What follows belongs to an exercise in optimizing a design on an open flow for small area; a production flow would make more cautious choices. In this exercise RTL edits were held to simulation tests only and were not proved equivalent to the original. Power is estimated from default activity; no workload was simulated.

**flow/config.mk**
```make
export PLATFORM = sky130hd
export DESIGN_NAME = calc
export DESIGN_NICKNAME = calc
export VERILOG_FILES = /design/flow/design.v
export SDC_FILE = /design/flow/constraint.sdc
export NUM_CORES = 4
export LEC_CHECK = 0
export CAP_MARGIN = 20
export CORE_MARGIN = 2
export CORE_UTILIZATION = 40
export CTS_BUF_LIST = sky130_fd_sc_hd__clkbuf_8
export SLEW_MARGIN = 20
export SYNTH_HIERARCHICAL = 1
```
**flow/constraint.sdc**
```tcl
create_clock -name core_clock -period 8.0 [get_ports {clk}]
set_input_delay 1.6000 -clock core_clock [delete_from_list [all_inputs] [get_ports {clk}]]
set_output_delay 1.6000 -clock core_clock [all_outputs]
set_load 0.01 [all_outputs]
```
**flow/design.v**
```verilog
`timescale 1ns / 1ps
module calc(clk, rst, validIn, dataIn, dataOut);
input clk, rst, validIn;
input  [15:0] dataIn;
output [15:0] dataOut;
reg [1:0] state;
reg [15:0] num1;
reg [15:0] dataOutN;
assign dataOut = ~dataOutN;
wire inA = ~state[1] & ~state[0];
wire inB = state[0];
wire inC = state[1];
wire opAdd = dataOut[0];
wire isOp  = (dataIn[15:2] == 14'd0);
wire selSq  = inB & ~dataIn[0];
wire selMul = inC & ~opAdd;
wire [15:0] mb;
assign mb[0] = (selSq & num1[0]) | (selMul & dataIn[0]) | (inC & opAdd) | (inB & dataIn[0]);
assign mb[15:1] = ({15{selSq}} & num1[15:1]) | ({15{selMul}} & dataIn[15:1]);
wire injHi = inC & opAdd;
wire injLo = inB | (inC & opAdd);
wire [15:0] prod;
    wire pp_0_0 = ~(num1[0] & mb[0]);
    wire pp_1_0 = ~(num1[1] & mb[0]);
    wire pp_2_0 = ~(num1[2] & mb[0]);
    wire pp_3_0 = ~(num1[3] & mb[0]);
    wire pp_4_0 = ~(num1[4] & mb[0]);
    wire pp_5_0 = ~(num1[5] & mb[0]);
    wire pp_6_0 = ~(num1[6] & mb[0]);
    wire pp_7_0 = ~(num1[7] & mb[0]);
    wire pp_8_0 = ~(num1[8] & mb[0]);
    wire pp_9_0 = ~(num1[9] & mb[0]);
    wire pp_10_0 = ~(num1[10] & mb[0]);
    wire pp_11_0 = ~(num1[11] & mb[0]);
    wire pp_12_0 = ~(num1[12] & mb[0]);
    wire pp_13_0 = ~(num1[13] & mb[0]);
    wire pp_14_0 = ~(num1[14] & mb[0]);
    wire pp_15_0 = ~(num1[15] & mb[0]);
    wire pp_0_1 = ~((num1[0] & mb[1]) | (dataIn[1] & injHi));
    wire pp_1_1 = ~((num1[1] & mb[1]) | (dataIn[2] & injHi));
    wire pp_2_1 = ~((num1[2] & mb[1]) | (dataIn[3] & injHi));
    wire pp_3_1 = ~((num1[3] & mb[1]) | (dataIn[4] & injHi));
    wire pp_4_1 = ~((num1[4] & mb[1]) | (dataIn[5] & injHi));
    wire pp_5_1 = ~((num1[5] & mb[1]) | (dataIn[6] & injHi));
    wire pp_6_1 = ~((num1[6] & mb[1]) | (dataIn[7] & injHi));
    wire pp_7_1 = ~((num1[7] & mb[1]) | (dataIn[8] & injHi));
    wire pp_8_1 = ~((num1[8] & mb[1]) | (dataIn[9] & injHi));
    wire pp_9_1 = ~((num1[9] & mb[1]) | (dataIn[10] & injHi));
    wire pp_10_1 = ~((num1[10] & mb[1]) | (dataIn[11] & injHi));
    wire pp_11_1 = ~((num1[11] & mb[1]) | (dataIn[12] & injHi));
    wire pp_12_1 = ~((num1[12] & mb[1]) | (dataIn[13] & injHi));
    wire pp_13_1 = ~((num1[13] & mb[1]) | (dataIn[14] & injHi));
    wire pp_14_1 = ~((num1[14] & mb[1]) | (dataIn[15] & injHi));
    wire pp_0_2 = ~(num1[0] & mb[2]);
    wire pp_1_2 = ~(num1[1] & mb[2]);
    wire pp_2_2 = ~(num1[2] & mb[2]);
    wire pp_3_2 = ~(num1[3] & mb[2]);
    wire pp_4_2 = ~(num1[4] & mb[2]);
    wire pp_5_2 = ~(num1[5] & mb[2]);
    wire pp_6_2 = ~(num1[6] & mb[2]);
    wire pp_7_2 = ~(num1[7] & mb[2]);
    wire pp_8_2 = ~(num1[8] & mb[2]);
    wire pp_9_2 = ~(num1[9] & mb[2]);
    wire pp_10_2 = ~(num1[10] & mb[2]);
    wire pp_11_2 = ~(num1[11] & mb[2]);
    wire pp_12_2 = ~(num1[12] & mb[2]);
    wire pp_13_2 = ~(num1[13] & mb[2]);
    wire pp_0_3 = ~(num1[0] & mb[3]);
    wire pp_1_3 = ~(num1[1] & mb[3]);
    wire pp_2_3 = ~(num1[2] & mb[3]);
    wire pp_3_3 = ~(num1[3] & mb[3]);
    wire pp_4_3 = ~(num1[4] & mb[3]);
    wire pp_5_3 = ~(num1[5] & mb[3]);
    wire pp_6_3 = ~(num1[6] & mb[3]);
    wire pp_7_3 = ~(num1[7] & mb[3]);
    wire pp_8_3 = ~(num1[8] & mb[3]);
    wire pp_9_3 = ~(num1[9] & mb[3]);
    wire pp_10_3 = ~(num1[10] & mb[3]);
    wire pp_11_3 = ~(num1[11] & mb[3]);
    wire pp_12_3 = ~(num1[12] & mb[3]);
    wire pp_0_4 = ~(num1[0] & mb[4]);
    wire pp_1_4 = ~(num1[1] & mb[4]);
    wire pp_2_4 = ~(num1[2] & mb[4]);
    wire pp_3_4 = ~(num1[3] & mb[4]);
    wire pp_4_4 = ~(num1[4] & mb[4]);
    wire pp_5_4 = ~(num1[5] & mb[4]);
    wire pp_6_4 = ~(num1[6] & mb[4]);
    wire pp_7_4 = ~(num1[7] & mb[4]);
    wire pp_8_4 = ~(num1[8] & mb[4]);
    wire pp_9_4 = ~(num1[9] & mb[4]);
    wire pp_10_4 = ~(num1[10] & mb[4]);
    wire pp_11_4 = ~(num1[11] & mb[4]);
    wire pp_0_5 = ~(num1[0] & mb[5]);
    wire pp_1_5 = ~(num1[1] & mb[5]);
    wire pp_2_5 = ~(num1[2] & mb[5]);
    wire pp_3_5 = ~(num1[3] & mb[5]);
    wire pp_4_5 = ~(num1[4] & mb[5]);
    wire pp_5_5 = ~(num1[5] & mb[5]);
    wire pp_6_5 = ~(num1[6] & mb[5]);
    wire pp_7_5 = ~(num1[7] & mb[5]);
    wire pp_8_5 = ~(num1[8] & mb[5]);
    wire pp_9_5 = ~(num1[9] & mb[5]);
    wire pp_10_5 = ~(num1[10] & mb[5]);
    wire pp_0_6 = ~(num1[0] & mb[6]);
    wire pp_1_6 = ~(num1[1] & mb[6]);
    wire pp_2_6 = ~(num1[2] & mb[6]);
    wire pp_3_6 = ~(num1[3] & mb[6]);
    wire pp_4_6 = ~(num1[4] & mb[6]);
    wire pp_5_6 = ~(num1[5] & mb[6]);
    wire pp_6_6 = ~(num1[6] & mb[6]);
    wire pp_7_6 = ~(num1[7] & mb[6]);
    wire pp_8_6 = ~(num1[8] & mb[6]);
    wire pp_9_6 = ~(num1[9] & mb[6]);
    wire pp_0_7 = ~(num1[0] & mb[7]);
    wire pp_1_7 = ~(num1[1] & mb[7]);
    wire pp_2_7 = ~(num1[2] & mb[7]);
    wire pp_3_7 = ~(num1[3] & mb[7]);
    wire pp_4_7 = ~(num1[4] & mb[7]);
    wire pp_5_7 = ~(num1[5] & mb[7]);
    wire pp_6_7 = ~(num1[6] & mb[7]);
    wire pp_7_7 = ~(num1[7] & mb[7]);
    wire pp_8_7 = ~(num1[8] & mb[7]);
    wire pp_0_8 = ~(num1[0] & mb[8]);
    wire pp_1_8 = ~(num1[1] & mb[8]);
    wire pp_2_8 = ~(num1[2] & mb[8]);
    wire pp_3_8 = ~(num1[3] & mb[8]);
    wire pp_4_8 = ~(num1[4] & mb[8]);
    wire pp_5_8 = ~(num1[5] & mb[8]);
    wire pp_6_8 = ~(num1[6] & mb[8]);
    wire pp_7_8 = ~(num1[7] & mb[8]);
    wire pp_0_9 = ~(num1[0] & mb[9]);
    wire pp_1_9 = ~(num1[1] & mb[9]);
    wire pp_2_9 = ~(num1[2] & mb[9]);
    wire pp_3_9 = ~(num1[3] & mb[9]);
    wire pp_4_9 = ~(num1[4] & mb[9]);
    wire pp_5_9 = ~(num1[5] & mb[9]);
    wire pp_6_9 = ~(num1[6] & mb[9]);
    wire pp_0_10 = ~(num1[0] & mb[10]);
    wire pp_1_10 = ~(num1[1] & mb[10]);
    wire pp_2_10 = ~(num1[2] & mb[10]);
    wire pp_3_10 = ~(num1[3] & mb[10]);
    wire pp_4_10 = ~(num1[4] & mb[10]);
    wire pp_5_10 = ~(num1[5] & mb[10]);
    wire pp_0_11 = ~(num1[0] & mb[11]);
    wire pp_1_11 = ~(num1[1] & mb[11]);
    wire pp_2_11 = ~(num1[2] & mb[11]);
    wire pp_3_11 = ~(num1[3] & mb[11]);
    wire pp_4_11 = ~(num1[4] & mb[11]);
    wire pp_0_12 = ~(num1[0] & mb[12]);
    wire pp_1_12 = ~(num1[1] & mb[12]);
    wire pp_2_12 = ~(num1[2] & mb[12]);
    wire pp_3_12 = ~(num1[3] & mb[12]);
    wire pp_0_13 = ~(num1[0] & mb[13]);
    wire pp_1_13 = ~(num1[1] & mb[13]);
    wire pp_2_13 = ~(num1[2] & mb[13]);
    wire pp_0_14 = ~(num1[0] & mb[14]);
    wire pp_1_14 = ~(num1[1] & mb[14]);
    wire pp_0_15 = ~(num1[0] & mb[15]);
    wire pp_inj0 = ~(dataIn[0] & injLo);
    wire s1;
    xn2 u_s1 (.a(pp_2_0), .b(pp_1_1), .y(s1));
    wire c2 = pp_2_0 | pp_1_1;
    wire s3, c4;
    fa u_s3 (.a(pp_3_0), .b(pp_2_1), .c(pp_1_2), .s(s3), .co(c4));
    wire s5;
    xn2 u_s5 (.a(pp_0_3), .b(c2), .y(s5));
    wire c6 = pp_0_3 | c2;
    wire s7, c8;
    fa u_s7 (.a(pp_4_0), .b(pp_3_1), .c(pp_2_2), .s(s7), .co(c8));
    wire s9, c10;
    fa u_s9 (.a(pp_1_3), .b(pp_0_4), .c(c6), .s(s9), .co(c10));
    wire s11;
    xn2 u_s11 (.a(c4), .b(s7), .y(s11));
    wire c12 = c4 | s7;
    wire s13, c14;
    fa u_s13 (.a(pp_5_0), .b(pp_4_1), .c(pp_3_2), .s(s13), .co(c14));
    wire s15, c16;
    fa u_s15 (.a(pp_2_3), .b(pp_1_4), .c(pp_0_5), .s(s15), .co(c16));
    wire s17, c18;
    fa u_s17 (.a(c8), .b(s13), .c(s15), .s(s17), .co(c18));
    wire s19;
    xn2 u_s19 (.a(c12), .b(c10), .y(s19));
    wire c20 = c12 | c10;
    wire s21, c22;
    fa u_s21 (.a(pp_6_0), .b(pp_5_1), .c(pp_4_2), .s(s21), .co(c22));
    wire s23, c24;
    fa u_s23 (.a(pp_3_3), .b(pp_2_4), .c(pp_1_5), .s(s23), .co(c24));
    wire s25, c26;
    fa u_s25 (.a(pp_0_6), .b(c14), .c(c16), .s(s25), .co(c26));
    wire s27, c28;
    fa u_s27 (.a(s21), .b(s23), .c(c18), .s(s27), .co(c28));
    wire s29;
    xn2 u_s29 (.a(s25), .b(c20), .y(s29));
    wire c30 = s25 | c20;
    wire s31, c32;
    fa u_s31 (.a(pp_7_0), .b(pp_6_1), .c(pp_5_2), .s(s31), .co(c32));
    wire s33, c34;
    fa u_s33 (.a(pp_4_3), .b(pp_3_4), .c(pp_2_5), .s(s33), .co(c34));
    wire s35, c36;
    fa u_s35 (.a(pp_1_6), .b(pp_0_7), .c(c22), .s(s35), .co(c36));
    wire s37, c38;
    fa u_s37 (.a(c24), .b(s31), .c(s33), .s(s37), .co(c38));
    wire s39, c40;
    fa u_s39 (.a(c26), .b(s35), .c(s37), .s(s39), .co(c40));
    wire s41;
    xn2 u_s41 (.a(c30), .b(c28), .y(s41));
    wire c42 = c30 | c28;
    wire s43, c44;
    fa u_s43 (.a(pp_8_0), .b(pp_7_1), .c(pp_6_2), .s(s43), .co(c44));
    wire s45, c46;
    fa u_s45 (.a(pp_5_3), .b(pp_4_4), .c(pp_3_5), .s(s45), .co(c46));
    wire s47, c48;
    fa u_s47 (.a(pp_2_6), .b(pp_1_7), .c(pp_0_8), .s(s47), .co(c48));
    wire s49, c50;
    fa u_s49 (.a(c32), .b(c34), .c(s43), .s(s49), .co(c50));
    wire s51, c52;
    fa u_s51 (.a(s45), .b(s47), .c(c36), .s(s51), .co(c52));
    wire s53, c54;
    fa u_s53 (.a(c38), .b(s49), .c(s51), .s(s53), .co(c54));
    wire s55;
    xn2 u_s55 (.a(c40), .b(c42), .y(s55));
    wire c56 = c40 | c42;
    wire s57, c58;
    fa u_s57 (.a(pp_9_0), .b(pp_8_1), .c(pp_7_2), .s(s57), .co(c58));
    wire s59, c60;
    fa u_s59 (.a(pp_6_3), .b(pp_5_4), .c(pp_4_5), .s(s59), .co(c60));
    wire s61, c62;
    fa u_s61 (.a(pp_3_6), .b(pp_2_7), .c(pp_1_8), .s(s61), .co(c62));
    wire s63, c64;
    fa u_s63 (.a(pp_0_9), .b(c44), .c(c46), .s(s63), .co(c64));
    wire s65, c66;
    fa u_s65 (.a(c48), .b(s57), .c(s59), .s(s65), .co(c66));
    wire s67, c68;
    fa u_s67 (.a(s61), .b(c50), .c(s63), .s(s67), .co(c68));
    wire s69, c70;
    fa u_s69 (.a(s65), .b(c52), .c(s67), .s(s69), .co(c70));
    wire s71;
    xn2 u_s71 (.a(c54), .b(c56), .y(s71));
    wire c72 = c54 | c56;
    wire s73, c74;
    fa u_s73 (.a(pp_10_0), .b(pp_9_1), .c(pp_8_2), .s(s73), .co(c74));
    wire s75, c76;
    fa u_s75 (.a(pp_7_3), .b(pp_6_4), .c(pp_5_5), .s(s75), .co(c76));
    wire s77, c78;
    fa u_s77 (.a(pp_4_6), .b(pp_3_7), .c(pp_2_8), .s(s77), .co(c78));
    wire s79, c80;
    fa u_s79 (.a(pp_1_9), .b(pp_0_10), .c(c58), .s(s79), .co(c80));
    wire s81, c82;
    fa u_s81 (.a(c60), .b(c62), .c(s73), .s(s81), .co(c82));
    wire s83, c84;
    fa u_s83 (.a(s75), .b(s77), .c(c64), .s(s83), .co(c84));
    wire s85, c86;
    fa u_s85 (.a(c66), .b(s79), .c(s81), .s(s85), .co(c86));
    wire s87, c88;
    fa u_s87 (.a(c68), .b(s83), .c(s85), .s(s87), .co(c88));
    wire s89;
    xn2 u_s89 (.a(c70), .b(c72), .y(s89));
    wire c90 = c70 | c72;
    wire s91, c92;
    fa u_s91 (.a(pp_11_0), .b(pp_10_1), .c(pp_9_2), .s(s91), .co(c92));
    wire s93, c94;
    fa u_s93 (.a(pp_8_3), .b(pp_7_4), .c(pp_6_5), .s(s93), .co(c94));
    wire s95, c96;
    fa u_s95 (.a(pp_5_6), .b(pp_4_7), .c(pp_3_8), .s(s95), .co(c96));
    wire s97, c98;
    fa u_s97 (.a(pp_2_9), .b(pp_1_10), .c(pp_0_11), .s(s97), .co(c98));
    wire s99, c100;
    fa u_s99 (.a(c74), .b(c76), .c(c78), .s(s99), .co(c100));
    wire s101, c102;
    fa u_s101 (.a(s91), .b(s93), .c(s95), .s(s101), .co(c102));
    wire s103, c104;
    fa u_s103 (.a(s97), .b(c80), .c(c82), .s(s103), .co(c104));
    wire s105, c106;
    fa u_s105 (.a(s99), .b(s101), .c(c84), .s(s105), .co(c106));
    wire s107, c108;
    fa u_s107 (.a(c86), .b(s103), .c(s105), .s(s107), .co(c108));
    wire s109;
    xn2 u_s109 (.a(c88), .b(c90), .y(s109));
    wire c110 = c88 | c90;
    wire s111, c112;
    fa u_s111 (.a(pp_12_0), .b(pp_11_1), .c(pp_10_2), .s(s111), .co(c112));
    wire s113, c114;
    fa u_s113 (.a(pp_9_3), .b(pp_8_4), .c(pp_7_5), .s(s113), .co(c114));
    wire s115, c116;
    fa u_s115 (.a(pp_6_6), .b(pp_5_7), .c(pp_4_8), .s(s115), .co(c116));
    wire s117, c118;
    fa u_s117 (.a(pp_3_9), .b(pp_2_10), .c(pp_1_11), .s(s117), .co(c118));
    wire s119, c120;
    fa u_s119 (.a(pp_0_12), .b(c92), .c(c94), .s(s119), .co(c120));
    wire s121, c122;
    fa u_s121 (.a(c96), .b(c98), .c(s111), .s(s121), .co(c122));
    wire s123, c124;
    fa u_s123 (.a(s113), .b(s115), .c(s117), .s(s123), .co(c124));
    wire s125, c126;
    fa u_s125 (.a(c100), .b(c102), .c(s119), .s(s125), .co(c126));
    wire s127, c128;
    fa u_s127 (.a(s121), .b(s123), .c(c104), .s(s127), .co(c128));
    wire s129, c130;
    fa u_s129 (.a(s125), .b(c106), .c(s127), .s(s129), .co(c130));
    wire s131;
    xn2 u_s131 (.a(c108), .b(s129), .y(s131));
    wire c132 = c108 | s129;
    wire s133, c134;
    fa u_s133 (.a(pp_13_0), .b(pp_12_1), .c(pp_11_2), .s(s133), .co(c134));
    wire s135, c136;
    fa u_s135 (.a(pp_10_3), .b(pp_9_4), .c(pp_8_5), .s(s135), .co(c136));
    wire s137, c138;
    fa u_s137 (.a(pp_7_6), .b(pp_6_7), .c(pp_5_8), .s(s137), .co(c138));
    wire s139, c140;
    fa u_s139 (.a(pp_4_9), .b(pp_3_10), .c(pp_2_11), .s(s139), .co(c140));
    wire s141, c142;
    fa u_s141 (.a(pp_1_12), .b(pp_0_13), .c(c112), .s(s141), .co(c142));
    wire s143, c144;
    fa u_s143 (.a(c114), .b(c116), .c(c118), .s(s143), .co(c144));
    wire s145, c146;
    fa u_s145 (.a(s133), .b(s135), .c(s137), .s(s145), .co(c146));
    wire s147, c148;
    fa u_s147 (.a(s139), .b(c120), .c(c122), .s(s147), .co(c148));
    wire s149, c150;
    fa u_s149 (.a(c124), .b(s141), .c(s143), .s(s149), .co(c150));
    wire s151, c152;
    fa u_s151 (.a(s145), .b(c126), .c(s147), .s(s151), .co(c152));
    wire s153, c154;
    fa u_s153 (.a(s149), .b(c128), .c(s151), .s(s153), .co(c154));
    wire s155;
    xn2 u_s155 (.a(c130), .b(s153), .y(s155));
    wire c156 = c130 | s153;
    wire s157, c158;
    fa u_s157 (.a(pp_14_0), .b(pp_13_1), .c(pp_12_2), .s(s157), .co(c158));
    wire s159, c160;
    fa u_s159 (.a(pp_11_3), .b(pp_10_4), .c(pp_9_5), .s(s159), .co(c160));
    wire s161, c162;
    fa u_s161 (.a(pp_8_6), .b(pp_7_7), .c(pp_6_8), .s(s161), .co(c162));
    wire s163, c164;
    fa u_s163 (.a(pp_5_9), .b(pp_4_10), .c(pp_3_11), .s(s163), .co(c164));
    wire s165, c166;
    fa u_s165 (.a(pp_2_12), .b(pp_1_13), .c(pp_0_14), .s(s165), .co(c166));
    wire s167, c168;
    fa u_s167 (.a(c134), .b(c136), .c(c138), .s(s167), .co(c168));
    wire s169, c170;
    fa u_s169 (.a(c140), .b(s157), .c(s159), .s(s169), .co(c170));
    wire s171, c172;
    fa u_s171 (.a(s161), .b(s163), .c(s165), .s(s171), .co(c172));
    wire s173, c174;
    fa u_s173 (.a(c142), .b(c144), .c(c146), .s(s173), .co(c174));
    wire s175, c176;
    fa u_s175 (.a(s167), .b(s169), .c(s171), .s(s175), .co(c176));
    wire s177, c178;
    fa u_s177 (.a(c148), .b(c150), .c(s173), .s(s177), .co(c178));
    wire s179, c180;
    fa u_s179 (.a(s175), .b(c152), .c(s177), .s(s179), .co(c180));
    wire s181;
    xn2 u_s181 (.a(c154), .b(s179), .y(s181));
    wire c182 = c154 | s179;
    wire t183;
    xn2 u_t183 (.a(pp_15_0), .b(pp_14_1), .y(t183));
    wire s184;
    xn2 u_s184 (.a(t183), .b(pp_13_2), .y(s184));
    wire t185;
    xn2 u_t185 (.a(pp_12_3), .b(pp_11_4), .y(t185));
    wire s186;
    xn2 u_s186 (.a(t185), .b(pp_10_5), .y(s186));
    wire t187;
    xn2 u_t187 (.a(pp_9_6), .b(pp_8_7), .y(t187));
    wire s188;
    xn2 u_s188 (.a(t187), .b(pp_7_8), .y(s188));
    wire t189;
    xn2 u_t189 (.a(pp_6_9), .b(pp_5_10), .y(t189));
    wire s190;
    xn2 u_s190 (.a(t189), .b(pp_4_11), .y(s190));
    wire t191;
    xn2 u_t191 (.a(pp_3_12), .b(pp_2_13), .y(t191));
    wire s192;
    xn2 u_s192 (.a(t191), .b(pp_1_14), .y(s192));
    wire t193;
    xn2 u_t193 (.a(pp_0_15), .b(s184), .y(t193));
    wire s194;
    xn2 u_s194 (.a(t193), .b(s186), .y(s194));
    wire t195;
    xn2 u_t195 (.a(s188), .b(s190), .y(t195));
    wire s196;
    xn2 u_s196 (.a(t195), .b(s192), .y(s196));
    wire t197;
    xn2 u_t197 (.a(c158), .b(c160), .y(t197));
    wire s198;
    xn2 u_s198 (.a(t197), .b(c162), .y(s198));
    wire t199;
    xn2 u_t199 (.a(c164), .b(c166), .y(t199));
    wire s200;
    xn2 u_s200 (.a(t199), .b(s194), .y(s200));
    wire t201;
    xn2 u_t201 (.a(s196), .b(s198), .y(t201));
    wire s202;
    xn2 u_s202 (.a(t201), .b(c168), .y(s202));
    wire t203;
    xn2 u_t203 (.a(c170), .b(c172), .y(t203));
    wire s204;
    xn2 u_s204 (.a(t203), .b(s200), .y(s204));
    wire t205;
    xn2 u_t205 (.a(s202), .b(c174), .y(t205));
    wire s206;
    xn2 u_s206 (.a(t205), .b(s204), .y(s206));
    wire t207;
    xn2 u_t207 (.a(c176), .b(s206), .y(t207));
    wire s208;
    xn2 u_s208 (.a(t207), .b(c178), .y(s208));
    wire t209;
    xn2 u_t209 (.a(s208), .b(c180), .y(t209));
    wire s210;
    xn2 u_s210 (.a(t209), .b(c182), .y(s210));
    wire s211;
    xn2 u_s211 (.a(pp_0_0), .b(pp_inj0), .y(s211));
    wire c212 = pp_0_0 | pp_inj0;
    wire s213, c214;
    fa u_s213 (.a(pp_1_0), .b(pp_0_1), .c(c212), .s(s213), .co(c214));
    wire s215, c216;
    fa u_s215 (.a(pp_0_2), .b(s1), .c(c214), .s(s215), .co(c216));
    wire s217, c218;
    fa u_s217 (.a(s5), .b(s3), .c(c216), .s(s217), .co(c218));
    wire s219, c220;
    fa u_s219 (.a(s11), .b(s9), .c(c218), .s(s219), .co(c220));
    wire s221, c222;
    fa u_s221 (.a(s19), .b(s17), .c(c220), .s(s221), .co(c222));
    wire s223, c224;
    fa u_s223 (.a(s29), .b(s27), .c(c222), .s(s223), .co(c224));
    wire s225, c226;
    fa u_s225 (.a(s41), .b(s39), .c(c224), .s(s225), .co(c226));
    wire s227, c228;
    fa u_s227 (.a(s55), .b(s53), .c(c226), .s(s227), .co(c228));
    wire s229, c230;
    fa u_s229 (.a(s71), .b(s69), .c(c228), .s(s229), .co(c230));
    wire s231, c232;
    fa u_s231 (.a(s87), .b(s89), .c(c230), .s(s231), .co(c232));
    wire s233, c234;
    fa u_s233 (.a(s107), .b(s109), .c(c232), .s(s233), .co(c234));
    wire s235, c236;
    fa u_s235 (.a(c110), .b(s131), .c(c234), .s(s235), .co(c236));
    wire s237, c238;
    fa u_s237 (.a(c132), .b(s155), .c(c236), .s(s237), .co(c238));
    wire s239, c240;
    fa u_s239 (.a(c156), .b(s181), .c(c238), .s(s239), .co(c240));
    wire s241;
    xn2 u_s241 (.a(s210), .b(c240), .y(s241));
    assign prod = ~{s241, s239, s237, s235, s233, s231, s229, s227, s225, s223, s221, s219, s217, s215, s213, s211};
wire selRes = inC | (inB & isOp & dataIn[1]);
wire [1:0] stn = inB ? (isOp ? (dataIn[1] ? 2'b00 : 2'b10) : 2'b01) : (inC ? 2'b00 : 2'b01);
wire ld   = validIn & ~rst;
wire sRes = ld & selRes;
wire sIn  = ld & ~selRes;
wire sOld = ~validIn & ~rst;
always @(posedge clk) begin
    if (inA) num1 <= dataIn;
    if (rst)
        state <= 2'b00;
    else if (validIn)
        state <= stn;
    dataOutN <= ~(({16{sRes}} & prod) | ({16{sIn}} & dataIn) | ({16{sOld}} & dataOut));
end
endmodule
module fa(input a, input b, input c, output s, output co);
assign s = a ^ b ^ c;
assign co = (a & b) | (a & c) | (b & c);
endmodule
module xn2(input a, input b, output y);
assign y = ~(a ^ b);
endmodule
```
**flow/flow/run.sh**
```bash
#!/bin/bash
# Layout flow: the standard layout (standard.sh), with the port buffers
# that global placement inserts on every input and output port made from the
# smallest buffer cell instead of the cell the resizer picks by default.
# The resizer still upsizes any of them that needs more drive.
export BUFFER_PORTS_ARGS="-buffer_cell sky130_fd_sc_hd__buf_1"
bash standard.sh finish > standard.log 2>&1
```
**flow/standard.sh**
```bash
#!/bin/bash
# synth_recipe.tcl (not shown) runs the flow's synth.tcl, then flattens the netlist and writes it again
# the make line also repeats each setting of config.mk as NAME=value (left out here)
make -C /OpenROAD-flow-scripts/flow DESIGN_CONFIG=/design/flow/config.mk WORK_HOME=/design/flow/orfs CLKGATE_MAP_FILE= SYNTH_SCRIPT=/design/flow/synth_recipe.tcl "${@:-finish}"
```
==> impl_metrics.env, run 1 <==
export IMPL_viasPerCell=5.60
export IMPL_path_buf_inv=1
export IMPL_switching_share=0.346
export IMPL_synth_seq_area_share=0.187
export IMPL_totalWireLength_um=12300
export IMPL_vias=3571
export IMPL_initial_core_util=0.413
export IMPL_use_met3=0.0500
export IMPL_startpoint_type="primary input"
export IMPL_drt_iter0_markers=280
export IMPL_power_frac_seq=0.341
export IMPL_synthTopCellsByArea="fa_1, edfxtp_1, nand2_1, xnor2_1, dfxtp_1"
export IMPL_fin_skew_ns=0.0109
export IMPL_hold_path_class="flip-flop to flip-flop"
export IMPL_dr_pass1_iters=5
export IMPL_met1_usage=0.304
export IMPL_grt_pass1_wl_um=20000
export IMPL_final_cells=638
export IMPL_pwr_share_comb=0.356
export IMPL_fp_dieW_um=110
export IMPL_core_area_um2=10900
export IMPL_setup_violations_final=0
export IMPL_arrival_ns=7.90
export IMPL_critPathCaptureType="flip-flop"
export IMPL_slew_violations=0
export IMPL_finalWeightedCongestion=0.861
export IMPL_cts_setup_buffers=0
export IMPL_synthArstFlopShare=0
export IMPL_rows=38
export IMPL_yosysWarnings=7
export IMPL_cts_sinks=34
export IMPL_wire_per_inst_um=19.3
export IMPL_cp_max_fo=5
export IMPL_max_stage_delay_ns=0.41
export IMPL_syn_num_nets=572
export IMPL_hold_violations=0
export IMPL_cellInternalPower_mw=0.417
export IMPL_netlist_area_um2=4500
export IMPL_numCtsBuffers=5
export IMPL_path_cells="buf_2 > nor2b_4 > a22o_4 > a22oi_1 > fa_2 > fa_1 > fa_2 > fa_1 > fa_1 > fa_2 > fa_1 > fa_1 > fa_2 > fa_2 > fa_1 > fa_1 > fa_1 > fa_1 > xnor2_1 > nor3_1 > a311oi_1"
export IMPL_grt_pass1_vias=3723
export IMPL_use_met2=0.348
export IMPL_drc=0
export IMPL_cp_slowest_cell="fa_1"
export IMPL_post_route_period_util=0.970
export IMPL_dieArea_um2=12100
export IMPL_cts_root_buf="clkbuf_8"
export IMPL_clock_path_buffers=2
export IMPL_peakVddDrop_v=0.0000622
export IMPL_io_pins=35
export IMPL_crit_family="adder cells"
export IMPL_syn_inst=461
export IMPL_fin_crit_ns=7.76
export IMPL_synth_seq_cells=34
export IMPL_die_h_um=110
export IMPL_antenna_found_initial=0
export IMPL_rsz0062_at_grt="no"
export IMPL_leakage_nw=1.32
export IMPL_yosysTopAreaCell="fa_1"
export IMPL_cts_max_level=2
export IMPL_p_clk_frac=0.303
export IMPL_drive_gt1_frac=0.112
export IMPL_crit_top_cell="fa_1"
export IMPL_drv_cap=0
export IMPL_fill_cells=1041
export IMPL_port_buffer_count=34
export IMPL_final_common_cell="nand2_1"
export IMPL_final_cell_mix="nand2_1, fa_1, xnor2_1"
export IMPL_dp_hpwl_um=9670
export IMPL_worstSetupStartpoint="dataIn[0]"
export IMPL_slew_limit_headroom=0.400
export IMPL_synth_top_area_share=0.410
export IMPL_area_growth_pct=12.6
export IMPL_powerDensity_nw_per_um2=126
export IMPL_overflow=0
export IMPL_nets=608
export IMPL_synth_area_per_cell_um2=9.75
export IMPL_status="finished clean"
export IMPL_r2r_setup_slack_ns=0.73
export IMPL_fin_hold_ws_ns=0.492
export IMPL_clkTransAtPathRegs_ns=0.08
export IMPL_dp_cells=630
export IMPL_r2r_start="state[1]"
export IMPL_synth_enable_flop_cells=16
export IMPL_clock_latency_ns=0.29
export IMPL_ant_nets=0
export IMPL_cts_tree="built"
export IMPL_path_class="primary input to flip-flop"
export IMPL_grt_util_all_layers=0.222
export IMPL_synthFlopType="dfxtp_1"
export IMPL_switchingPower_mw=0.221
export IMPL_tightest_slew_ns=0.897
export IMPL_grt_max_degree=32
export IMPL_hold_path_startpoint="dataOutN[4]"
export IMPL_max_freq_mhz=129
export IMPL_busiest_layer="met2"
export IMPL_antenna_cells=0
export IMPL_required_ns=8.14
export IMPL_ys_types=33
## modules after synthesis (local to each module, per instance)
| module | area [um2] | flops+latches |
|---|---|---|
| calc | 2280 | 34 |
| fa | 20.0 | 0 |
| xn2 | 8.76 | 0 |
## routing by layer
layer,vias to the layer above,wire length (um)
met4,0,340
met3,21,1000
li1,1579,-
met2,166,5720
met1,1805,5260
met5,-,0
## power groups by stage
| stage | clock network (mW) | logic, mW | registers [mW] |
|---|---|---|---|
| finish | 0.193 | 0.227 | 0.218 |
| global route | 0.205 | 0.253 | 0.220 |
| CTS | 0.194 | 0.227 | 0.217 |
| detailed placement | 0 | 0.226 | 0.221 |
| global placement | 0 | 0.222 | 0.221 |
| floorplan | 0 | 0.166 | 0.206 |
## worst paths after layout
| check | end | depth (start not counted) |
|---|---|---|
| setup reg to reg | dataOutN[15] | 19 |
| hold / removal | dataOutN[4] | 2 |
| setup / recovery | dataOutN[15] | 21 |
| hold reg to reg | dataOutN[4] | 2 |
## worst min-delay path, delay by kind of cell, from the launching register on
kind | cells | cell delay [ns]
DFF | 1 | 0.32
and+or+nand+nor | 1 | 0.09
AOI/OAI and AO/OA | 1 | 0.04
## cell usage after synthesis (all sizes together) (5+ instances only)
master and number:
nor3 14, or2 8, nor2 18, nand2 124, clkbuf 30, a311oi 14
xnor2 43, dfxtp 18, a22oi 14, edfxtp 16, inv 20, a22o 16
fa 92, o21ai 5
## state kept, by name, summed over array words and instances, names as in the netlist
signal    flops
state         2
num1         16
dataOutN     16
## what timing repair did
item / CTS / global route
endpoints found under the setup margin: 1 / 2
gates resized for setup: 1 / 4
pin swaps: 0 / 2
hold buffers: 0 / 0
hold endpoints to repair: 0 / 0
## final cells by class
cell class / instances / area, um2 / area share
inverter: 20 / 75.1 / 0.0148
timing repair buffer: 62 / 339 / 0.0670
clock inverter: 3 / 63.8 / 0.0126
clock buffer: 5 / 68.8 / 0.0136
multi-input combinational: 374 / 3500 / 0.691
tap: 140 / 175 / 0.0346
sequential: 34 / 841 / 0.166
## logic make-up after synthesis
logic type | share of synthesized area
flops | 0.187
compound gates | 0.0994
simple gates | 0.175
xor+xnor | 0.0838
buf+inv | 0.0456
fa+ha+maj | 0.410
## through the flow
step,setup TNS (ns),total power [mW],utilization,cell area (um2),setup slack (ns)
global placement,-0.495,0.443,0.451,4910,-0.292
detailed placement,-0.573,0.447,0.452,4920,-0.331
global route,0,0.678,0.465,5060,0.0175
floorplan,0,0.372,-,4540,0.0385
finish,0,0.638,0.465,5060,0.243
CTS,0,0.639,0.464,5050,0.0368
==> inputs of run 2 (changes only) <==
==> flow/flow/run.sh (replaced) <==
#!/bin/bash
# Layout flow: the standard layout (standard.sh) with two changes:
# - the port buffers that global placement puts on every input and output
#   port are made from the smallest buffer cell (the resizer still upsizes
#   any that needs more drive);
# - clock tree synthesis adds no dummy loads (they only balance the leaf
#   buffers' loads and take area).
# Every tool's output goes to standard.log here, and ORFS's own logs.
export BUFFER_PORTS_ARGS="-buffer_cell sky130_fd_sc_hd__buf_1"
export CTS_ARGS="-sink_clustering_enable -repair_clock_nets -buf_list sky130_fd_sc_hd__clkbuf_8 -dont_use_dummy_load"
bash standard.sh finish > standard.log 2>&1
--- a/flow/config.mk
+++ b/flow/config.mk
@@ -5,9 +5,9 @@
 export SDC_FILE = /design/flow/constraint.sdc
 export NUM_CORES = 4
 export LEC_CHECK = 0
-export CAP_MARGIN = 20
+export CAP_MARGIN = 0
 export CORE_MARGIN = 2
 export CORE_UTILIZATION = 40
 export CTS_BUF_LIST = sky130_fd_sc_hd__clkbuf_8
-export SLEW_MARGIN = 20
+export SLEW_MARGIN = 0
 export SYNTH_HIERARCHICAL = 1
==> run 2 against run 1 <==
Non-clock buffer count stayed put. Synthesized cell count unchanged. Maximum frequency hardly changed. Design area fell by 1.4%. Routed wire length fell by 0.78%. Count of clock-buffer cells in the layout did not move. Clock power shrank 38%. Largest power group unchanged. Worst hold slack got worse by 0.011 ns. Clock skew grew 0.0014 ns. Critical path depth unchanged. First-iteration DRC count decreased by 4.3%. Sequential share of layout area grew 0.24 points.
==> impl_metrics.env, run 2 <==
export IMPL_status="finished clean"
export IMPL_clock_latency_ns=0.29
export IMPL_synthArstFlopShare=0
export IMPL_grt_max_degree=32
export IMPL_path_class="primary input to flip-flop"
export IMPL_slew_violations=0
export IMPL_leakage_nw=1.29
export IMPL_cp_slowest_cell="fa_2"
export IMPL_required_ns=8.11
export IMPL_cts_sinks=34
export IMPL_arrival_ns=7.87
export IMPL_syn_inst=461
export IMPL_cts_tree="built"
export IMPL_numCtsBuffers=5
export IMPL_totalWireLength_um=12200
export IMPL_crit_top_cell="fa_1"
export IMPL_dieArea_um2=12100
export IMPL_clock_path_buffers=2
export IMPL_synth_enable_flop_cells=16
export IMPL_fin_util=0.458
export IMPL_cts_root_buf="clkbuf_8"
export IMPL_cp_max_fo=5
export IMPL_nets=608
export IMPL_dr_pass1_iters=5
export IMPL_slew_limit_headroom=0.164
export IMPL_synth_top_area_share=0.410
export IMPL_yosysWarnings=7
export IMPL_synthTopCellsByArea="fa_1, edfxtp_1, nand2_1, xnor2_1, dfxtp_1"
export IMPL_io_pins=35
export IMPL_antenna_cells=0
export IMPL_core_area_um2=10900
export IMPL_port_buffer_count=34
export IMPL_clkTransAtPathRegs_ns=0.08
export IMPL_fin_tns_setup_ns=0
export IMPL_synth_area_per_cell_um2=9.75
export IMPL_rows=38
export IMPL_post_route_period_util=0.970
export IMPL_path_cells="buf_2 > nor2b_4 > a22o_4 > a22oi_1 > fa_2 > fa_1 > fa_2 > fa_2 > fa_1 > fa_2 > fa_1 > fa_1 > fa_2 > fa_2 > fa_1 > fa_1 > fa_1 > fa_1 > xnor2_1 > nor3_1 > a311oi_1"
export IMPL_drt_iter0_markers=268
export IMPL_wire_per_inst_um=19.3
export IMPL_drc=0
export IMPL_antenna_found_initial=0
export IMPL_synthTopCellsByCount="nand2_1, fa_1, xnor2_1, clkbuf_1, inv_1"
export IMPL_die_h_um=110
export IMPL_dp_cells=630
export IMPL_max_freq_mhz=129
export IMPL_ys_types=33
export IMPL_startpoint_type="primary input"
export IMPL_drv_cap=0
export IMPL_drive_gt1_frac=0.111
export IMPL_setup_violations_final=0
export IMPL_max_stage_delay_ns=0.42
export IMPL_synth_seq_area_share=0.187
export IMPL_synthFlopType="dfxtp_1"
export IMPL_multi_input_area_um2=3490
export IMPL_peakVddDrop_v=0.0000573
export IMPL_yosysMostFrequentCell="nand2_1"
export IMPL_final_common_cell="nand2_1"
export IMPL_vias=3553
export IMPL_reg_top3="dataOutN (16), num1 (16), state (2)"
export IMPL_fill_cells=1061
export IMPL_finalWeightedCongestion=0.861
export IMPL_grt_pass1_wl_um=19800
export IMPL_ant_nets=0
export IMPL_netlist_area_um2=4500
export IMPL_hold_path_class="flip-flop to flip-flop"
export IMPL_regArea_um2=841
export IMPL_r2r_setup_slack_ns=0.76
export IMPL_stdcell_area_um2=4990
export IMPL_cts_max_level=2
export IMPL_initial_core_util=0.413
export IMPL_p_total_mw=0.565
export IMPL_grt_util_all_layers=0.220
export IMPL_grt_pass1_vias=3705
export IMPL_tightest_slew_ns=1.25
export IMPL_place_area_um2=4910
export IMPL_overflow=0
export IMPL_cts_setup_buffers=0
export IMPL_dp_hpwl_um=9650
export IMPL_final_cell_mix="nand2_1, fa_1, xnor2_1"
export IMPL_yosysTopAreaCell="fa_1"
export IMPL_hold_violations=0
export IMPL_fp_dieW_um=110
export IMPL_area_growth_pct=11.0
export IMPL_synth_seq_cells=34
export IMPL_critPathCaptureType="flip-flop"
export IMPL_powerDensity_nw_per_um2=113
export IMPL_viasPerCell=5.60
export IMPL_syn_num_nets=572
export IMPL_fin_crit_ns=7.76
export IMPL_fin_skew_ns=0.0123
export IMPL_final_cells=635
export IMPL_rsz0062_at_grt="no"
run 2: timing repair:
item,CTS,global route
hold buffers,0,0
endpoints found under the setup margin,1,2
pin swaps,0,3
resized for setup,1,5
run 2: logic make-up (layout without fill, tap and decap cells):
family                     Yosys count  after routing  synth area share
adders and majority gates           92             92             0.410
buffers and inverters               53             87            0.0456
AOI/OAI and AO/OA                   57             57            0.0994
DFF                                 34             34             0.187
xor gates and xnor gates            43             43            0.0838
and+or+nand+nor                    182            182             0.175
run 2: per-layer routing:
metal	part of all wire	global-route usage
met4	0.025	0.0678
met1	0.44	0.305
met5	0	0
met3	0.075	0.0353
met2	0.46	0.355
run 2: area by class of cell:
class,count,area share
Clock buffer,5,0.0138
Inverter,20,0.0150
Multi-Input combinational cell,374,0.700
Sequential cell,34,0.169
Tap cell,140,0.0351
Timing Repair Buffer,62,0.0680
run 2: report_power, final:
part           internal, mW  switching (mW)  leakage, nW
clock                0.0562          0.0636       0.0359
combinational        0.0981           0.129        0.944
sequential            0.196          0.0223        0.312
total                 0.350           0.215         1.29
run 2: critical path: cells and delay by family:
| family | cells | cell delay [ns] |
|---|---|---|
| AO/OA/AOI/OAI | 3 | 0.33 |
| XOR/XNOR | 1 | 0.14 |
| adder cells (fa/ha/maj) | 14 | 5.36 |
| buffers and inverters | 1 | 0.13 |
| AND/OR/NAND/NOR | 2 | 0.33 |
run 2: stage by stage:
stage / setup WS, ns / hold WS (ns)
floorplan: 0.0385 / 0.436
global placement: -0.292 / 0.462
detailed placement: -0.345 / 0.476
CTS: 0.0103 / 0.492
global route: 0.00748 / 0.517
finish: 0.237 / 0.481
run 2: per-module statistics from Yosys (local to each module, per instance):
module,cell area (um2),flip-flops and latches,times used,cells inside
calc,2280,34,1,326
fa,20.0,0,92,1
xn2,8.76,0,43,1
run 2: worst paths after layout:
check | from | endpoint | cells past startpoint
worst max register to register | state[1] | dataOutN[15] | 19
worst min-delay path | dataOutN[1] | dataOutN[1] | 2
worst max-delay path | dataIn[0] | dataOutN[15] | 21
worst min register to register | dataOutN[1] | dataOutN[1] | 2
==> inputs of run 3 (changes only) <==
--- a/flow/design.v
+++ b/flow/design.v
@@ -5,8 +5,7 @@
 output [15:0] dataOut;
 reg [1:0] state;
 reg [15:0] num1;
-reg [15:0] dataOutN;
-assign dataOut = ~dataOutN;
+reg [15:0] dataOut;
 wire inA = ~state[1] & ~state[0];
 wire inB = state[0];
 wire inC = state[1];
@@ -19,7 +18,7 @@
 assign mb[15:1] = ({15{selSq}} & num1[15:1]) | ({15{selMul}} & dataIn[15:1]);
 wire injHi = inC & opAdd;
 wire injLo = inB | (inC & opAdd);
-wire [15:0] prod;
+wire [15:0] prodN;
     wire pp_0_0 = ~(num1[0] & mb[0]);
     wire pp_1_0 = ~(num1[1] & mb[0]);
     wire pp_2_0 = ~(num1[2] & mb[0]);
@@ -441,20 +440,26 @@
     fa u_s239 (.a(c156), .b(s181), .c(c238), .s(s239), .co(c240));
     wire s241;
     xn2 u_s241 (.a(s210), .b(c240), .y(s241));
-    assign prod = ~{s241, s239, s237, s235, s233, s231, s229, s227, s225, s223, s221, s219, s217, s215, s213, s211};
+    assign prodN = {s241, s239, s237, s235, s233, s231, s229, s227, s225, s223, s221, s219, s217, s215, s213, s211};
 wire selRes = inC | (inB & isOp & dataIn[1]);
 wire [1:0] stn = inB ? (isOp ? (dataIn[1] ? 2'b00 : 2'b10) : 2'b01) : (inC ? 2'b00 : 2'b01);
-wire ld   = validIn & ~rst;
-wire sRes = ld & selRes;
-wire sIn  = ld & ~selRes;
-wire sOld = ~validIn & ~rst;
+wire ld    = validIn & ~rst;
+wire sResN = ~(ld & selRes);
+wire sIn   = ld & ~selRes;
+wire sOld  = ~validIn & ~rst;
+wire [15:0] dNext;
+genvar gi;
+generate for (gi = 0; gi < 16; gi = gi + 1) begin : g_out
+    omux u_omux (.pn(prodN[gi]), .x(dataIn[gi]), .q(dataOut[gi]),
+                 .s1n(sResN), .s2(sIn), .s3(sOld), .d(dNext[gi]));
+end endgenerate
 always @(posedge clk) begin
     if (inA) num1 <= dataIn;
     if (rst)
         state <= 2'b00;
     else if (validIn)
         state <= stn;
-    dataOutN <= ~(({16{sRes}} & prod) | ({16{sIn}} & dataIn) | ({16{sOld}} & dataOut));
+    dataOut <= dNext;
 end
 endmodule
 module fa(input a, input b, input c, output s, output co);
@@ -464,3 +469,6 @@
 module xn2(input a, input b, output y);
 assign y = ~(a ^ b);
 endmodule
+module omux(input pn, input x, input q, input s1n, input s2, input s3, output d);
+assign d = ~((s1n | pn) & ~((x & s2) | (q & s3)));
+endmodule
--- a/flow/config.mk
+++ b/flow/config.mk
@@ -7,7 +7,7 @@
 export LEC_CHECK = 0
 export CAP_MARGIN = 0
 export CORE_MARGIN = 2
-export CORE_UTILIZATION = 40
+export CORE_UTILIZATION = 65
 export CTS_BUF_LIST = sky130_fd_sc_hd__clkbuf_8
 export SLEW_MARGIN = 0
 export SYNTH_HIERARCHICAL = 1
==> run 3 against run 2 <==
Combinational power increased by 2%. Synthesized area is 3.3% lower. First-iteration DRC count grew 7.8%. Register-to-register slack improved by 0.17 ns. Largest power group unchanged. Sequential power is 2% lower. Non-clock buffer count fell by 1. Via count down 1.9%. Still clean on timing, DRC and antenna. Utilization up 28 points. Routed wire length down 6.0%. Clock skew rose by 0.0051 ns. Global-route usage rose by 12 points. Largest cell class unchanged.
==> impl_metrics.env, run 3 <==
export IMPL_status="finished clean"
export IMPL_finalWeightedCongestion=0.885
export IMPL_nets=575
export IMPL_hold_path_class="flip-flop to flip-flop"
export IMPL_clkTransAtPathRegs_ns=0.08
export IMPL_synth_seq_area_share=0.193
export IMPL_power_frac_seq=0.378
export IMPL_switching_share=0.373
export IMPL_antenna_cells=0
export IMPL_p_clk_frac=0.212
export IMPL_syn_inst=424
export IMPL_netlist_area_um2=4350
export IMPL_fin_util=0.741
export IMPL_synthFlopType="dfxtp_1"
export IMPL_grt_pass1_wl_um=18600
export IMPL_yosysWarnings=7
export IMPL_pwr_share_comb=0.410
export IMPL_clock_latency_ns=0.30
export IMPL_cts_tree="built"
export IMPL_totalWireLength_um=11500
export IMPL_drc=0
export IMPL_core_area_um2=6420
export IMPL_ant_nets=0
export IMPL_fin_crit_ns=7.78
export IMPL_area_growth_pct=9.59
export IMPL_place_ws_ns=-0.166
export IMPL_postLayoutSetupSlackWorst_ns=0.221
export IMPL_fill_cells=489
export IMPL_synth_enable_flop_cells=16
export IMPL_critPathCaptureType="flip-flop"
export IMPL_cellInternalPower_mw=0.354
export IMPL_synth_seq_cells=34
export IMPL_rows=29
export IMPL_switchingPower_mw=0.211
export IMPL_grt_util_all_layers=0.340
export IMPL_grt_max_degree=18
export IMPL_synth_area_per_cell_um2=10.2
export IMPL_powerDensity_nw_per_um2=119
export IMPL_fin_skew_ns=0.0175
export IMPL_syn_num_nets=535
export IMPL_max_freq_mhz=129
export IMPL_numCtsBuffers=5
export IMPL_wire_per_inst_um=21.3
export IMPL_slew_limit_headroom=0.498
export IMPL_cts_resized_gates=0
export IMPL_post_route_period_util=0.972
export IMPL_initial_core_util=0.677
export IMPL_dp_cells=534
export IMPL_drive_gt1_frac=0.106
export IMPL_hold_violations=0
export IMPL_path_class="primary input to flip-flop"
export IMPL_synthArstFlopShare=0
export IMPL_cts_hold_buf=0
export IMPL_cp_max_fo=8
export IMPL_drt_iter0_markers=289
export IMPL_die_h_um=85.8
export IMPL_dr_pass1_iters=18
export IMPL_leakage_nw=1.17
export IMPL_vias=3485
export IMPL_stdcell_area_um2=4760
export IMPL_startpoint_type="primary input"
export IMPL_rsz0062_at_grt="no"
export IMPL_yosysTopAreaCell="fa_1"
export IMPL_port_buffer_count=34
export IMPL_synthTopCellsByCount="nand2_1, fa_1, xnor2_1, a22oi_1, clkbuf_1"
export IMPL_overflow=0
export IMPL_yosysMostFrequentCell="nand2_1"
export IMPL_reg_top3="dataOut (16), num1 (16), state (2)"
export IMPL_final_cells=539
export IMPL_clock_path_buffers=2
export IMPL_grt_pass1_vias=3575
export IMPL_synthTopCellsByArea="fa_1, edfxtp_1, nand2_1, xnor2_1, dfxtp_1"
export IMPL_place_area_um2=4670
export IMPL_fp_dieW_um=85.8
export IMPL_final_common_cell="nand2_1"
export IMPL_cts_max_level=2
export IMPL_peakVddDrop_v=0.0000819
export IMPL_final_cell_mix="nand2_1, fa_1, xnor2_1"
export IMPL_cts_root_buf="clkbuf_8"
export IMPL_synth_top_area_share=0.424
export IMPL_viasPerCell=6.47
export IMPL_required_ns=8.17
export IMPL_io_pins=35
export IMPL_tightest_slew_ns=0.753
export IMPL_ys_types=37
export IMPL_antenna_found_initial=0
export IMPL_arrival_ns=7.95
export IMPL_drv_cap=0
export IMPL_dieArea_um2=7360
export IMPL_setup_violations_final=0
export IMPL_dp_hpwl_um=8870
export IMPL_cts_sinks=34
export IMPL_slew_violations=0
export IMPL_cts_setup_buffers=0
run 3: cell types whose count changed after synthesis, moves of 3 or more:
cell / previous run / this run
buf_1: 0 / 3
nand2_1: 124 / 121
nor2_1: 18 / 4
inv_1: 20 / 4
o21ai_1: 0 / 16
nor3_1: 14 / 3
a311oi_1: 14 / 0
o21ai_0: 5 / 2
a22oi_1: 14 / 30
clkbuf_1: 30 / 22
run 3: modules after synthesis, one instance, submodules excluded:
module  cells inside  area [um2]  copies in the design
fa                 1        20.0                    92
xn2                1        8.76                    43
calc             257        1930                     1
omux               2        12.5                    16
run 3: per-layer routing:
metal  track usage  share of wire  vias up
li1              -              -     1492
met1         0.462           0.38     1758
met2         0.553           0.50      206
met3        0.0626          0.084       29
met4         0.127          0.028        0
met5             0              0        -
run 3: kinds of logic (layout without fill, tap and decap cells):
group	Yosys count	count (layout)	synth area share
AO/OA/AOI/OAI	73	73	0.119
XOR/XNOR	43	43	0.0867
adder cells (fa/ha/maj)	92	92	0.424
buffers and inverters	32	70	0.0291
flip-flops	34	34	0.193
AND/OR/NAND/NOR	150	150	0.147
run 3: critical path: stages:
cell and delay (ns):
clkbuf_2 0.13, nor2b_2 0.06, a22o_1 0.21, buf_4 0.16, buf_4 0.17, a22oi_1 0.21, fa_1 0.51, xnor2_1 0.18
fa_1 0.45, fa_1 0.41, fa_1 0.41, fa_1 0.40, fa_1 0.39, fa_1 0.39, fa_1 0.40, fa_1 0.39
fa_1 0.39, fa_1 0.43, fa_1 0.39, xnor2_1 0.16, o21ai_1 0.08
run 3: worst paths after layout:
path | startpoint | end | slack (ns) | depth (start not counted)
worst max-delay path | dataIn[0] | dataOut[15] | 0.22 | 21
worst min-delay path | dataOut[2] | dataOut[2] | 0.50 | 2
worst max register to register | dataOut[0] | dataOut[15] | 0.93 | 21
worst min register to register | dataOut[2] | dataOut[2] | 0.50 | 2
run 3: through the flow:
stage | hold slack, ns | power, mW | TNS, ns
final | 0.502 | 0.565 | 0
after global routing | 0.534 | 0.599 | 0
after CTS | 0.510 | 0.564 | 0
after detailed placement | 0.494 | 0.447 | -0.269
after global placement | 0.479 | 0.438 | -0.0493
after floorplan | 0.533 | 0.375 | 0
run 3: area by class of cell:
cell class	instances	area (um2)	share of cell area
multi-input combinational	358	3410	0.715
tap	77	96.3	0.0202
inverter	4	15.0	0.00315
clock buffer	5	68.8	0.0145
sequential	34	841	0.177
timing repair buffer	61	335	0.0704
run 3: power by group through the flow:
stage / logic [mW] / clock network (mW) / registers, mW
final: 0.232 / 0.120 / 0.213
after CTS: 0.232 / 0.120 / 0.213
after floorplan: 0.168 / 0 / 0.206
after global placement: 0.222 / 0 / 0.216
after detailed placement: 0.230 / 0 / 0.216
after global routing: 0.255 / 0.128 / 0.215
==> inputs of run 4 (changes only) <==
--- a/flow/config.mk
+++ b/flow/config.mk
@@ -7,7 +7,8 @@
 export LEC_CHECK = 0
 export CAP_MARGIN = 0
 export CORE_MARGIN = 2
-export CORE_UTILIZATION = 65
+export CORE_UTILIZATION = 40
 export CTS_BUF_LIST = sky130_fd_sc_hd__clkbuf_8
+export GPL_TIMING_DRIVEN = 0
 export SLEW_MARGIN = 0
 export SYNTH_HIERARCHICAL = 1
==> run 4 against run 3 <==
Combinational power up 15%. Critical path depth up 1. Cell count up 12%. Worst hold slack better by 0.0034 ns. Design area up 1.3%. Synthesized area unchanged. Total power up 4.3%. Critical endpoint unchanged. Still clean on timing, DRC and antenna. Non-clock buffer count up 1.
==> impl_metrics.env, run 4 <==
export IMPL_fin_util=0.451
export IMPL_synthTopCellsByCount="nand2_1, fa_1, xnor2_1, a22oi_1, clkbuf_1"
export IMPL_tightest_slew_ns=1.21
export IMPL_busiest_layer="met2"
export IMPL_cts_tree="built"
export IMPL_yosysMostFrequentCell="nand2_1"
export IMPL_max_freq_mhz=127
export IMPL_drc=0
export IMPL_fin_skew_ns=0.0221
export IMPL_synthFlopType="dfxtp_1"
export IMPL_stdcell_area_um2=4820
export IMPL_reg_top3="dataOut (16), num1 (16), state (2)"
export IMPL_synthArstFlopShare=0
export IMPL_crit_family="adder cells"
export IMPL_leakage_nw=1.12
export IMPL_dieArea_um2=11700
export IMPL_synth_top_area_share=0.424
export IMPL_grt_max_degree=17
export IMPL_powerDensity_nw_per_um2=122
export IMPL_fill_cells=1044
export IMPL_cp_max_fo=10
export IMPL_viasPerCell=5.61
export IMPL_netlist_area_um2=4350
export IMPL_antenna_cells=0
export IMPL_grt_pass1_vias=3537
export IMPL_overflow=0
export IMPL_synth_seq_area_share=0.193
export IMPL_switching_share=0.382
export IMPL_cts_setup_buffers=0
export IMPL_drive_gt1_frac=0.0907
export IMPL_startpoint_type="primary input"
export IMPL_hold_violations=0
export IMPL_dp_hpwl_um=9340
export IMPL_die_h_um=108
export IMPL_wire_per_inst_um=19.6
export IMPL_cts_hold_buf=0
export IMPL_yosysWarnings=7
export IMPL_initial_core_util=0.406
export IMPL_hold_path_class="flip-flop to flip-flop"
export IMPL_post_route_period_util=0.980
export IMPL_port_buffer_count=34
export IMPL_grt_util_all_layers=0.214
export IMPL_max_stage_delay_ns=0.44
export IMPL_nets=576
export IMPL_finalWeightedCongestion=0.847
export IMPL_crit_top_cell="fa_2"
export IMPL_clock_path_buffers=2
export IMPL_path_class="primary input to flip-flop"
export IMPL_synth_seq_cells=34
export IMPL_synthTopCellsByArea="fa_1, edfxtp_1, nand2_1, xnor2_1, dfxtp_1"
export IMPL_cellInternalPower_mw=0.364
export IMPL_final_cell_mix="nand2_1, fa_1, xnor2_1"
export IMPL_p_total_mw=0.589
export IMPL_path_buf_inv=3
export IMPL_use_met3=0.0307
export IMPL_io_pins=35
export IMPL_clkTransAtPathRegs_ns=0.09
export IMPL_antenna_found_initial=0
export IMPL_ys_types=37
export IMPL_slew_limit_headroom=0.189
export IMPL_area_growth_pct=11.0
export IMPL_fin_crit_ns=7.84
export IMPL_cts_root_buf="clkbuf_8"
export IMPL_place_area_um2=4690
export IMPL_slew_violations=0
export IMPL_status="finished clean"
export IMPL_dr_pass1_iters=8
export IMPL_cts_sinks=34
export IMPL_peakVddDrop_v=0.0000561
export IMPL_core_area_um2=10700
export IMPL_drt_iter0_markers=240
export IMPL_clock_latency_ns=0.29
export IMPL_switchingPower_mw=0.225
export IMPL_p_clk_frac=0.202
export IMPL_synth_area_per_cell_um2=10.2
export IMPL_vias=3380
export IMPL_drv_cap=0
export IMPL_yosysTopAreaCell="fa_1"
export IMPL_required_ns=8.16
export IMPL_grt_pass1_wl_um=19000
export IMPL_cts_max_level=2
export IMPL_pwr_share_comb=0.454
export IMPL_syn_num_nets=535
export IMPL_synth_enable_flop_cells=16
export IMPL_use_met2=0.362
export IMPL_path_cells="buf_2 > o21a_1 > nand2b_1 > buf_6 > clkbuf_8 > nand2_1 > fa_2 > fa_1 > fa_2 > fa_2 > fa_1 > fa_1 > fa_2 > fa_2 > fa_2 > fa_2 > fa_1 > fa_1 > fa_2 > fa_2 > xnor2_4 > o21ai_1"
export IMPL_totalWireLength_um=11800
export IMPL_fp_dieW_um=108
export IMPL_power_frac_seq=0.345
export IMPL_postLayoutSetupSlackWorst_ns=0.156
export IMPL_regArea_um2=841
export IMPL_ant_nets=0
export IMPL_arrival_ns=8.00
export IMPL_cp_slowest_cell="fa_2"
export IMPL_met1_usage=0.295
export IMPL_final_common_cell="nand2_1"
export IMPL_setup_violations_final=0
export IMPL_critPathCaptureType="flip-flop"
export IMPL_multi_input_area_um2=3440
export IMPL_rows=38
export IMPL_syn_inst=424
export IMPL_place_ws_ns=-0.891
export IMPL_numCtsBuffers=5
## run 4: changes by cell type in the layout (fill, tap and decap cells not counted), sizes merged
cell / before / now
buf: 60 / 42
clkbuf: 6 / 25
## run 4: modules after synthesis (local to each module, per instance)
module | cells inside | copies in the design | flip-flops and latches | cell area, um2
xn2 | 1 | 43 | 0 | 8.76
fa | 1 | 92 | 0 | 20.0
omux | 2 | 16 | 0 | 12.5
calc | 257 | 1 | 34 | 1930
## run 4: routing by layer
metal | vias to the layer above | part of all wire
li1 | 1491 | -
met1 | 1742 | 0.42
met2 | 131 | 0.50
met3 | 16 | 0.061
met4 | 0 | 0.020
met5 | - | 0
## run 4: power by group through the flow
stage	logic, mW	registers [mW]	clock network [mW]
after global placement	0.244	0.206	0
after CTS	0.269	0.203	0.122
after detailed placement	0.251	0.207	0
after global routing	0.295	0.204	0.129
after floorplan	0.168	0.206	0
final	0.267	0.203	0.119
## run 4: cell families after synthesis
| family | after synthesis | synth area share |
|---|---|---|
| AO/OA/AOI/OAI | 73 | 0.119 |
| XOR/XNOR | 43 | 0.0867 |
| adder cells (fa/ha/maj) | 92 | 0.424 |
| buffers and inverters | 32 | 0.0291 |
| flip-flops | 34 | 0.193 |
| AND/OR/NAND/NOR | 150 | 0.147 |
## run 4: worst reg2reg max path: stages (launching register included)
cell and delay, ns:
dfxtp_1 0.45, and2_1 0.16, clkbuf_1 0.25, clkbuf_1 0.48
a22oi_1 0.22, fa_2 0.40, fa_1 0.40, fa_2 0.36
fa_2 0.36, fa_1 0.39, fa_1 0.41, fa_2 0.36
fa_2 0.35, fa_2 0.35, fa_2 0.35, fa_1 0.38
fa_1 0.39, fa_2 0.35, fa_2 0.39, xnor2_4 0.18
o21ai_1 0.09
## run 4: area by class of cell
class | instances | area share
sequential | 34 | 0.174
inverter | 4 | 0.00311
timing repair buffer | 35 | 0.0285
tap | 140 | 0.0363
buffer | 27 | 0.0293
multi-input combinational | 358 | 0.714
clock buffer | 5 | 0.0143
## run 4: path summary, 6_finish.rpt
kind / from / end / slack, ns / cells past startpoint
worst max-delay path: dataIn[0] / dataOut[15] / 0.16 / 22
worst min-delay path: dataOut[1] / dataOut[1] / 0.51 / 2
worst max register to register: state[1] / dataOut[15] / 0.79 / 20
worst min register to register: dataOut[1] / dataOut[1] / 0.51 / 2
## run 4: what timing repair did
item,4_1_cts,5_1_grt
hold endpoints to repair,0,0
setup endpoints to repair,2,2
resized for setup,16,7
pin swaps,3,2
## run 4: per-stage QoR
step	TNS (ns)	instances	hold slack, ns
floorplan	0	424	0.533
finish	0	603	0.506
global route	-0.0316	603	0.535
global placement	-1.66	598	0.480
detailed placement	-1.86	599	0.498
CTS	0	603	0.514
==> inputs of run 5 (changes only) <==
--- a/flow/config.mk
+++ b/flow/config.mk
@@ -9,6 +9,5 @@
 export CORE_MARGIN = 2
 export CORE_UTILIZATION = 40
 export CTS_BUF_LIST = sky130_fd_sc_hd__clkbuf_8
-export GPL_TIMING_DRIVEN = 0
 export SLEW_MARGIN = 0
 export SYNTH_HIERARCHICAL = 1
==> run 5 against run 4 <==
Still clean. Synthesized area is the same. Cell count shrank 0.33%. Sequential cell count is the same. Critical endpoint unchanged. Largest power group unchanged. Highest routed layer unchanged.
==> impl_metrics.env, run 5 <==
export IMPL_cts_tree="built"
export IMPL_startpoint_type="primary input"
export IMPL_cts_sinks=34
export IMPL_use_met3=0.0350
export IMPL_crit_top_cell="fa_1"
export IMPL_yosysWarnings=7
export IMPL_critPathCaptureType="flip-flop"
export IMPL_finalWeightedCongestion=0.840
export IMPL_clock_path_buffers=2
export IMPL_max_stage_delay_ns=0.48
export IMPL_ant_nets=0
export IMPL_synth_area_per_cell_um2=10.2
export IMPL_yosysTopAreaCell="fa_1"
export IMPL_synthTopCellsByCount="nand2_1, fa_1, xnor2_1, a22oi_1, clkbuf_1"
export IMPL_ys_types=37
export IMPL_dp_cells=596
export IMPL_cts_root_buf="clkbuf_8"
export IMPL_cts_hold_buf=0
export IMPL_area_growth_pct=10.7
export IMPL_place_ws_ns=-0.0755
export IMPL_grt_util_all_layers=0.218
export IMPL_postLayoutSetupSlackWorst_ns=0.262
export IMPL_final_common_cell="nand2_1"
export IMPL_cts_max_level=2
export IMPL_final_cells=601
export IMPL_drive_gt1_frac=0.0933
export IMPL_rows=38
export IMPL_die_h_um=108
export IMPL_core_area_um2=10700
export IMPL_fin_skew_ns=0.0259
export IMPL_numCtsBuffers=5
export IMPL_clock_latency_ns=0.30
export IMPL_crit_family="adder cells"
export IMPL_path_class="primary input to flip-flop"
export IMPL_cts_setup_buffers=0
export IMPL_dieArea_um2=11700
export IMPL_synthTopCellsByArea="fa_1, edfxtp_1, nand2_1, xnor2_1, dfxtp_1"
export IMPL_hold_violations=0
export IMPL_slew_violations=0
export IMPL_busiest_layer="met2"
export IMPL_nets=574
export IMPL_synth_enable_flop_cells=16
export IMPL_cp_max_fo=6
export IMPL_arrival_ns=7.88
export IMPL_rsz0062_at_grt="no"
export IMPL_syn_num_nets=535
export IMPL_fill_cells=1045
export IMPL_initial_core_util=0.406
export IMPL_hold_path_class="flip-flop to flip-flop"
export IMPL_powerDensity_nw_per_um2=116
export IMPL_synthFlopType="dfxtp_1"
export IMPL_synth_top_area_share=0.424
export IMPL_dr_pass1_iters=5
export IMPL_synth_seq_cells=34
export IMPL_vias=3353
export IMPL_drc=0
export IMPL_grt_pass1_wl_um=19300
export IMPL_final_cell_mix="nand2_1, fa_1, xnor2_1"
export IMPL_fin_hold_ws_ns=0.495
export IMPL_drv_cap=0
export IMPL_overflow=0
export IMPL_fp_dieW_um=108
export IMPL_wire_per_inst_um=19.5
export IMPL_viasPerCell=5.58
export IMPL_netlist_area_um2=4350
export IMPL_synth_seq_area_share=0.193
export IMPL_use_met2=0.359
export IMPL_drt_iter0_markers=308
export IMPL_cts_resized_gates=0
export IMPL_setup_violations_final=0
export IMPL_totalWireLength_um=11700
export IMPL_io_pins=35
export IMPL_met1_usage=0.299
export IMPL_dp_hpwl_um=9160
export IMPL_peakVddDrop_v=0.0000577
export IMPL_slew_limit_headroom=0.477
export IMPL_required_ns=8.14
export IMPL_fin_crit_ns=7.74
export IMPL_tightest_slew_ns=0.785
export IMPL_grt_pass1_vias=3617
export IMPL_port_buffer_count=34
export IMPL_leakage_nw=1.15
export IMPL_path_buf_inv=2
export IMPL_clkTransAtPathRegs_ns=0.06
export IMPL_synthArstFlopShare=0
export IMPL_syn_inst=424
export IMPL_post_route_period_util=0.967
export IMPL_yosysMostFrequentCell="nand2_1"
export IMPL_fin_tns_setup_ns=0
export IMPL_antenna_cells=0
export IMPL_cp_slowest_cell="fa_1"
export IMPL_reg_top3="dataOut (16), num1 (16), state (2)"
export IMPL_max_freq_mhz=129
export IMPL_antenna_found_initial=0
export IMPL_grt_max_degree=18
export IMPL_status="finished clean"
export IMPL_path_cells="buf_1 > nor2b_1 > a22o_1 > buf_4 > a22oi_1 > fa_1 > fa_1 > fa_1 > fa_1 > fa_1 > fa_1 > fa_1 > fa_1 > fa_1 > fa_1 > fa_1 > fa_1 > fa_1 > xnor2_1 > o21ai_1"
run 5: cell counts after synthesis:
No cell type changed its count.
run 5: area by class of cell:
type	count	area (um2)	share of cell area
clock buffers	5	68.8	0.0143
inverters	4	15.0	0.00312
multi-input cells	358	3390	0.704
flip-flops and latches	34	841	0.175
well taps	140	175	0.0364
repair buffers	60	323	0.0671
run 5: report_power, final:
part | switching, mW | leakage [nW] | internal [mW]
Sequential | 0.0214 | 0.309 | 0.195
Clock | 0.0576 | 0.0359 | 0.0560
Combinational | 0.126 | 0.807 | 0.102
Total | 0.205 | 1.15 | 0.353
run 5: layer usage:
metal | wire (um) | part of all wire | vias to the layer above
li1 | - | - | 1481
met1 | 5050 | 0.43 | 1703
met2 | 5690 | 0.49 | 143
met3 | 669 | 0.057 | 26
met4 | 296 | 0.025 | 0
met5 | 0 | 0 | -
run 5: per-stage QoR:
stage | instance area (um2) | utilization | total power [mW]
final | 4810 | 0.450 | 0.558
after global routing | 4810 | 0.450 | 0.596
after CTS | 4810 | 0.450 | 0.560
after detailed placement | 4740 | 0.443 | 0.448
after global placement | 4740 | 0.443 | 0.445
after floorplan | 4360 | - | 0.375
run 5: cells by family (layout without fill, tap and decap cells):
family                   count (synthesis)  count (layout)  share of synthesized area
AO/OA/AOI/OAI                           73              73                      0.119
XOR/XNOR                                43              43                     0.0867
adder cells (fa/ha/maj)                 92              92                      0.424
buffers and inverters                   32              69                     0.0291
flip-flops                              34              34                      0.193
AND/OR/NAND/NOR                        150             150                      0.147
run 5: path summary, 6_finish.rpt:
check,start,to,slack [ns],cells after the start
worst min register to register,dataOut[4],dataOut[4],0.50,2
worst min-delay path,dataOut[4],dataOut[4],0.50,2
worst max register to register,state[1],dataOut[15],0.90,20
worst max-delay path,dataIn[0],dataOut[15],0.26,20
run 5: per-module statistics from Yosys, one instance, submodules excluded:
module / area [um2] / cells / copies in the design / flops+latches
calc: 1930 / 257 / 1 / 34
fa: 20.0 / 1 / 92 / 0
xn2: 8.76 / 1 / 43 / 0
omux: 12.5 / 2 / 16 / 0
run 5: worst min-delay path, delay by kind of cell, from the launching register on:
kind           cells  cell delay [ns]
flip-flops         1             0.32
AO/OA/AOI/OAI      2             0.14

-- port drivers added, routing unchanged --
Ports are ideal in the flow. The routed layouts listed here were re-timed in OpenROAD. Step 1 assumes that a clkbuf_16 drives the clock port and a buf_2 every other input. Step 2 also shifts input and output timing later by t, the mid clock arrival at the registers, as if the neighbouring blocks saw the same clock. a / b / c = ideal ports / drivers / drivers and shift; a / b = the first two.
run	t (ns)	slack for setup (ns)
run 1	0.318	0.243 / 0.254 / -0.063
run 2	0.320	0.237 / 0.249 / -0.071
run 3	0.317	0.221 / 0.224 / -0.092
run 4	0.309	0.156 / 0.159 / -0.150
run 5	0.313	0.262 / 0.267 / -0.046
Met with ideal ports but missed after step 2: setup timing in every run listed.
